Context: an optimization exercise on an open-source flow, tuned for small area. The choices shown serve that exercise and are no tape-out recipe.
In this exercise RTL edits were held to simulation tests only and were not proved equivalent to the original.

<file path="config.mk">
export PLATFORM = sky130hd
export DESIGN_NAME = Paso_Banda
export DESIGN_NICKNAME = Paso_Banda
export VERILOG_FILES = /design/flow/design.v
export SDC_FILE = /design/flow/constraint.sdc
export NUM_CORES = 4
export LEC_CHECK = 0
export CAP_MARGIN = 20
export CORE_MARGIN = 2
export CORE_UTILIZATION = 40
export SLEW_MARGIN = 20
</file>
<file path="constraint.sdc">
create_clock -name core_clock -period 25.0 [get_ports {clk}]
set_input_delay 5.0000 -clock core_clock [delete_from_list [all_inputs] [get_ports {clk}]]
set_output_delay 5.0000 -clock core_clock [all_outputs]
set_load 0.01 [all_outputs]
</file>
<file path="design.v">
`timescale 1ns / 1ps
module Reg_n# (parameter size=19)
	(
		input wire [size-1:0] In,
		input wire rst, clk, EN,
		output wire [size-1:0] Out
    );
reg [size-1:0] Reg;
always @(posedge clk or posedge rst)
begin
	if (rst) begin      
		Reg <= {size{1'b0}};
	end
	else if (EN) begin     
		Reg <= In;
	end
end
assign Out=Reg;
endmodule
`timescale 1ns / 1ps
module Sumador #(parameter size=21, parameter sign=1, parameter pf=15, parameter mag=5)
	(
		input wire signed [size-1:0] A,B,
		output wire signed [size-1:0] D  
    );
reg signed [size-1:0] R;
always @ *
begin
	R=A+B;
	if(A[size-1]==1'b0 && B[size-1]==1'b0 && R[size-1]==1'b1) begin
		R={{sign{1'b0}},{(size-1){1'b1}}}; end
	else if (A[size-1]==1'b1 && B[size-1]==1'b1 && R[size-1]==1'b0) begin
		R={{sign{1'b1}},{(size-1){1'b0}}}; end
end
assign D=R;
endmodule
`timescale 1ns / 1ps
module Multiplicacion #(parameter size=21, parameter sign=1, parameter pf=15, parameter mag=5)
	(
		input wire signed [size-1:0] A, B,
		output wire signed [size-1:0] Multi  
    );
reg signed[size*2-1:0] Multg;
always @ *
begin
	Multg=A*B;
	if (A=={size{1'b0}} | B=={size{1'b0}})
		Multg={(size*2){1'b0}};
	else
	begin
		if(A[size-1]==B[size-1]) 
		begin
			if(|Multg[size*2-1:size*2-1-sign*2-mag+1])
				Multg[size*2-sign*2-mag:pf]={1'b0,{(size-1){1'b1}}};
		end
		else 
		begin
			if(~&Multg[size*2-1:size*2-1-sign*2-mag+1])
				Multg[size*2-sign*2-mag:pf]={1'b1,{(size-1){1'b0}}};
		end
	end
end
assign Multi=Multg[size*2-sign*2-mag:pf];
endmodule
`timescale 1ns / 1ps
module Filtro #(parameter size=19, parameter sign=1, parameter pf=14, parameter mag=4)
	(
		input wire signed [size-1:0] u, a1, a2, b0, b1, b2,
		input clk, rst, EN,
		output wire signed [size-1:0] y
    );
wire signed [size-1:0] ma1, ma2, mb0, mb1, mb2, yk, fk, sa1, sb1, fk1, fk2;
Sumador #(size,sign,pf,mag)
	Sumador_uk(
    .A(u), 
    .B(sa1),
    .D(fk)
    );
Sumador #(size,sign,pf,mag)
	Sumador_a1(
    .A(ma1), 
    .B(ma2),
    .D(sa1)
    );
Sumador #(size,sign,pf,mag)
	Sumador_b0(
    .A(mb0), 
    .B(sb1), 
    .D(yk)
    );
Sumador #(size,sign,pf,mag)
	Sumador_b1(
    .A(mb1), 
    .B(mb2), 
    .D(sb1)
    );
Multiplicacion #(size,sign,pf,mag) 
	Multiplicacion_a1(
    .A(a1), 
    .B(fk1), 
    .Multi(ma1)
    );
Multiplicacion #(size,sign,pf,mag) 
	Multiplicacion_a2(
    .A(a2), 
    .B(fk2), 
    .Multi(ma2)
    );
Multiplicacion #(size,sign,pf,mag) 
	Multiplicacion_b0(
    .A(b0), 
    .B(fk), 
    .Multi(mb0)
    );
Multiplicacion #(size,sign,pf,mag) 
	Multiplicacion_b1(
    .A(b1), 
    .B(fk1), 
    .Multi(mb1)
    );
Multiplicacion #(size,sign,pf,mag) 
	Multiplicacion_b2(
    .A(b2), 
    .B(fk2), 
    .Multi(mb2)
    );
Reg_n # (size)
	Reg_fk1(
    .In(fk), 
    .rst(rst), 
    .clk(clk), 
    .EN(EN), 
    .Out(fk1)
    );
Reg_n # (size)
	Reg_fk2(
    .In(fk1), 
    .rst(rst), 
    .clk(clk), 
    .EN(EN), 
    .Out(fk2)
    );
Reg_n # (size)
	Reg_yk(
    .In(yk), 
    .rst(rst), 
    .clk(clk), 
    .EN(EN), 
    .Out(y)
    );
endmodule
`timescale 1ns / 1ps
module Paso_Banda #(parameter size=21, parameter sign=1, parameter pf=15, parameter mag=5)
	(
		input wire signed [size-1:0] u,
		input wire clk, rst, EN,
		output wire signed [size-1:0] y1,y2,y3
    );
wire signed [size-1:0] cy1;
wire signed [size-1:0] cy2;
wire signed [size-1:0] cy3;
localparam [size-1:0]
			a1_b1=21'h00FAE1,  
			a2_b1=21'hFF850E,  
			b0_b1=21'h000007,  
			b1_b1=21'h00000D,  
			b2_b1=21'h000007,  
			a1_a1=21'h00FF7D,  
			a2_a1=21'hFF8083,  
			b0_a1=21'h007fBE,  
			b1_a1=21'hFF00FF,  
			b2_a1=21'h007FBE,  
		   a1_b2=21'h00847B,   
			a2_b2=21'hFFD0EC,   
			b0_b2=21'h000AA5,   
			b1_b2=21'h001549,   
			b2_b2=21'h000AA5,   
			a1_a2=21'h00FAE1,   
			a2_a2=21'hFF850E,   
			b0_a2=21'h008000,   
			b1_a2=21'hFF0000,   
			b2_a2=21'h008000,   
			a1_b3=21'hFF345A,   
			a2_b3=21'hFFAB4D,   
			b0_b3=21'h006817,   
			b1_b3=21'h00D021,   
			b2_b3=21'h006817,   
			a1_a3=21'h00847B,   
			a2_a3=21'hFFD0EC,   
			b0_a3=21'h004CE4,   
			b1_a3=21'hFF6646,   
			b2_a3=21'h004CE4;   
Filtro #(size, sign, pf, mag)
	BPaso_Bajo (
    .u(u), 
    .a1(a1_b1), 
    .a2(a2_b1), 
    .b0(b0_b1), 
    .b1(b1_b1), 
    .b2(b2_b1), 
    .clk(clk), 
    .rst(rst), 
    .EN(EN), 
    .y(cy1)
    );
Filtro #(size, sign, pf, mag)
	BPaso_Alto (
    .u(cy1), 
    .a1(a1_a1), 
    .a2(a2_a1), 
    .b0(b0_a1), 
    .b1(b1_a1), 
    .b2(b2_a1), 
    .clk(clk), 
    .rst(rst), 
    .EN(EN), 
    .y(y1)
    );
Filtro #(size, sign, pf, mag)
	MPaso_Bajo (
    .u(u), 
    .a1(a1_b2), 
    .a2(a2_b2), 
    .b0(b0_b2), 
    .b1(b1_b2), 
    .b2(b2_b2), 
    .clk(clk), 
    .rst(rst), 
    .EN(EN), 
    .y(cy2)
    );
Filtro #(size, sign, pf, mag)
	MPaso_Alto (
    .u(cy2), 
    .a1(a1_a2), 
    .a2(a2_a2), 
    .b0(b0_a2), 
    .b1(b1_a2), 
    .b2(b2_a2), 
    .clk(clk), 
    .rst(rst), 
    .EN(EN), 
    .y(y2)
    );
Filtro #(size, sign, pf, mag)
	APaso_Bajo (
    .u(u), 
    .a1(a1_b3), 
    .a2(a2_b3), 
    .b0(b0_b3), 
    .b1(b1_b3), 
    .b2(b2_b3), 
    .clk(clk), 
    .rst(rst), 
    .EN(EN), 
    .y(cy3)
    );
Filtro #(size, sign, pf, mag)
	APaso_Alto (
    .u(cy3), 
    .a1(a1_a3), 
    .a2(a2_a3), 
    .b0(b0_a3), 
    .b1(b1_a3), 
    .b2(b2_a3), 
    .clk(clk), 
    .rst(rst), 
    .EN(EN), 
    .y(y3)
    );
endmodule
</file>
<file path="run.sh">
#!/bin/bash
# synth_recipe.tcl (not shown) runs the flow's synth.tcl, then flattens the netlist and writes it again
# the make line also repeats each setting of config.mk as NAME=value (left out here)
make -C /OpenROAD-flow-scripts/flow DESIGN_CONFIG=/design/flow/config.mk WORK_HOME=/design/flow/orfs CLKGATE_MAP_FILE= SYNTH_SCRIPT=/design/flow/synth_recipe.tcl finish
</file>
==> run_results.csv <==
group,metric,value,unit
worst_hold_path,hold_end,"MPaso_Alto.Reg_yk.Reg[0]",
timing,worst_pin_slew,1.126,ns
timing,whs,0.5205,ns
logic_synthesis,synth_fp_nets,25920,
worst_setup_path,rr_worst_depth,95,
layout,multiInputGateArea,0.1456,sq mm
placement,dpl.hpwl,402800,um
drt,drtIter0Drc,7316,
logic_synthesis,yosys_warnings,13,
logic_synthesis,synth.distinct_cells,104,
clocking,cts_buffer_depth,3,
run_status,status,"no timing/DRC/antenna violations",
drt,first_pass_iters,6,
floorplan,dieArea,0.4408,sq mm
worst_setup_path,path_max_fanout,20,
timing,worst_slack,1.281,ns
drt,wirelength,462400,um
layout,final_common_cell,"inv_1",
layout,drive_gt1_share,2.939,%
placement,portBuffers,86,
logic_synthesis,ys_ff_latch,378,
drt,wl_per_cell,18.30,um
layout,regArea,0.009518,sq mm
drt,drc,0,
worst_setup_path,cpMostUsedCell,"fa_1",
drt,wl_met3,21600,um
worst_hold_path,worst_hold_startpoint,"MPaso_Alto.Reg_yk.Reg[0]",
clocking,cts_tree,"yes",
global_routing,grt_pass1_wl,748600,um
layout,nets,25920,
timing,tns,0,ns
logic_synthesis,synthArstFlopShare,100.0,%
layout,final_cell_mix,"inv_1 (4867), ha_1 (3788), fa_1 (2615), a21oi_1 (1202), nor2_1 (900)",
timing,min_period_over_period,94.88,%
timing,max_freq,42.16,MHz
worst_hold_path,hold_depth,2,
floorplan,num_rows,242,
timing,hold_viol,0,
logic_synthesis,ys.flop_type,"dfrtp_1",
drt,maxUsedRoutingLayer,"met5",
clocking,cts_root_buf,"clkbuf_16",
timing,finalMaxSlewViolations,0,
timing,finClkSkew,0.05093,ns
worst_setup_path,cpMaxStageDelayCell,"fa_1",
logic_synthesis,avgSynthCellArea,8.942,sq um
worst_setup_path,crit_required,25.64,ns
global_routing,grt_pass1_vias,133700,
worst_setup_path,r2r-start,"BPaso_Alto.Reg_fk1.Reg[11]",
worst_setup_path,path_class,"flip-flop to flip-flop",
logic_synthesis,syn_inst,19480,
flow_run,cap_violations,0,
placement,gp_congestion,0.9525,
worst_setup_path,cp-end-kind,"flip-flop",
layout,n_fill_cell,43270,
drt,vias,128200,
drt,via_per_inst,5.074,
floorplan,boundaryPins,87,
clocking,cts_buffers,58,
logic_synthesis,ys_seq_area_share,5.430,%
timing,slew_headroom,24.13,%
drt,wl_met2,211800,um
logic_synthesis,syn-cell-area,0.1742,sq mm
floorplan,fp.dieW,663.9,um
global_routing,overflow,0,
clocking,clk_pin_slew,0.06,ns
global_routing,track_usage,21.32,%
drt,met1Wirelength,219700,um
worst_hold_path,holdCritPathClass,"flip-flop to flip-flop",
worst_setup_path,cp-start-kind,"flip-flop",
placement,place_ws,-0.1888,ns
layout,area_growth_syn_to_layout,6.287,%
worst_setup_path,slowest_delay,0.63,ns
timing,fin_crit,23.72,ns
logic_synthesis,synth_edf_count,0,
worst_setup_path,cp.arrival,24.36,ns
global_routing,antenna_found_initial,7,
clocking,h-tree-depth,2,
floorplan,initial_utilization,40.12,%
worst_setup_path,r2r_end,"BPaso_Alto.Reg_yk.Reg[5]",
floorplan,core_area,0.4342,sq mm
global_routing,grt_max_degree,148,
timing,final-setup-viol-count,0,
worst_setup_path,reg2reg_slack,1.28,ns
clocking,clk_latency,0.80,ns
drt,ant_nets,0,
clocking,cts_sinks,378,
floorplan,die_height,663.9,um
Yosys cell counts (all sizes together), types with 17 or more instances:
cell type / number / area (sq um)
a41o: 19 / 190.2
nand2b: 136 / 850.8
ha: 3790 / 47420
nand3: 184 / 920.9
o31ai: 48 / 360.4
inv: 4877 / 18310
o31a: 21 / 185.2
o22ai: 17 / 106.4
o41ai: 23 / 216.5
a31o: 26 / 227.7
nor2b: 146 / 913.4
mux2i: 46 / 464.2
clkbuf: 304 / 1141
and2: 77 / 481.7
a211oi: 55 / 430.4
and4: 18 / 157.7
dfrtp: 378 / 9459
a21boi: 46 / 345.3
or2: 59 / 369.1
nor3: 205 / 1031
or3: 58 / 362.9
a2111oi: 24 / 266.5
a21o: 357 / 2680
xnor2: 728 / 6384
buf: 41 / 187.7
nor4: 28 / 175.2
o21a: 349 / 2620
o21ai: 828 / 4148
o21bai: 84 / 630.6
fa: 2619 / 52430
and3: 87 / 544.3
a21oi: 1226 / 6140
o211ai: 45 / 342.8
nand2: 711 / 2671
nor2: 901 / 3382
a41oi: 20 / 175.2
nand4: 99 / 619.3
xor2: 421 / 3687
a31oi: 108 / 681.9
a211o: 27 / 236.5
metrics by stage:
stage	instance area, sq um	cells	utilization [%]
floorplan	174200	19480	-
global placement	182400	25140	42.01
detailed placement	182400	25140	42.01
CTS	184600	25250	42.52
finish	185200	25270	42.64
global route	185200	25270	42.64
layout make-up:
cell class                      instances  area share, %
Inverter                             4881          9.903
Clock buffer                           68         0.8311
Tap cell                             5734          3.875
Timing Repair Buffer                  282          1.285
Sequential cell                       378          5.140
Antenna cell                            4       0.005406
Clock inverter                         41         0.3318
Multi-Input combinational cell      13880          78.63
per-layer routing:
metal  vias up  global-route usage (%)
li1      62420                       -
met1     63130                   30.49
met2      2307                   35.04
met4         2                   3.988
met5         -                       0
met3       373                   2.202
worst max path at each step:
stage,to,slack [ns],start,cells past startpoint
2_1_floorplan,BPaso_Alto.Reg_yk.Reg[10],1.23,BPaso_Alto.Reg_fk1.Reg[20],95
3_3_place_gp,BPaso_Alto.Reg_yk.Reg[20],0.32,BPaso_Alto.Reg_fk1.Reg[10],93
3_5_place_dp,APaso_Alto.Reg_yk.Reg[17],-0.19,APaso_Alto.Reg_fk2.Reg[8],95
4_1_cts,MPaso_Bajo.Reg_yk.Reg[16],0.08,MPaso_Bajo.Reg_fk1.Reg[8],95
5_1_grt,BPaso_Alto.Reg_yk.Reg[19],-0.04,BPaso_Alto.Reg_fk1.Reg[4],96
6_report,BPaso_Alto.Reg_yk.Reg[5],1.28,BPaso_Alto.Reg_fk1.Reg[11],95
cells by family (layout without fill, tap and decap cells):
family | Yosys count | in the layout | share of synthesized area (%)
and+or+nand+nor | 2779 | 2782 | 7.502
other | 0 | 4 | 0
buffers and inverters | 5226 | 5272 | 11.28
AOI/OAI and AO/OA | 3485 | 3485 | 12.36
adders and majority gates | 6414 | 6414 | 57.34
DFF | 378 | 378 | 5.430
xor gates and xnor gates | 1149 | 1149 | 5.781
muxes | 52 | 52 | 0.3052
critical path, delay by kind of cell, from the launching register on:
family	cells	cell delay, ns
flops	1	0.46
simple gates	14	2.36
compound gates	50	10.47
xor+xnor	2	0.28
buf+inv	9	1.44
fa+ha+maj	20	8.53
what timing repair did:
action	4_1_cts	5_1_grt
hold buffers	0	0
gates resized for setup	8	125
setup buffers	0	15
endpoints found under the hold margin	0	0
endpoints found under the setup margin	47	95
cloned	0	3
pin swaps	0	7

re-timing with driven ports:
Ports are ideal in the flow. The routed layout listed here was re-timed in OpenROAD.
Step 1: set_driving_cell puts a clkbuf_16 on clk and a buf_2 on each other input, an assumption about the parent block.
Step 2 moves the port delays by t, midway between the first and last clock arrival at a register: inputs arrive t later, outputs are due t later. That takes back most of the time a late clock gives input paths.
a / b / c = no drivers / after step 1 / after step 2; a / b = the first two.
t (ns): 0.881
setup slack, ns: 1.281 / 1.281 / 1.281
worst setup path at the end: register to register
slew at the worst register clock pin (ns): 0.08 / 0.08
cell pins on the clock port's net: 1
After both steps setup and hold are still met in this run. For this run, drivers alone change the setup slack by 0.000 ns; drivers and shift together by 0.000 ns.
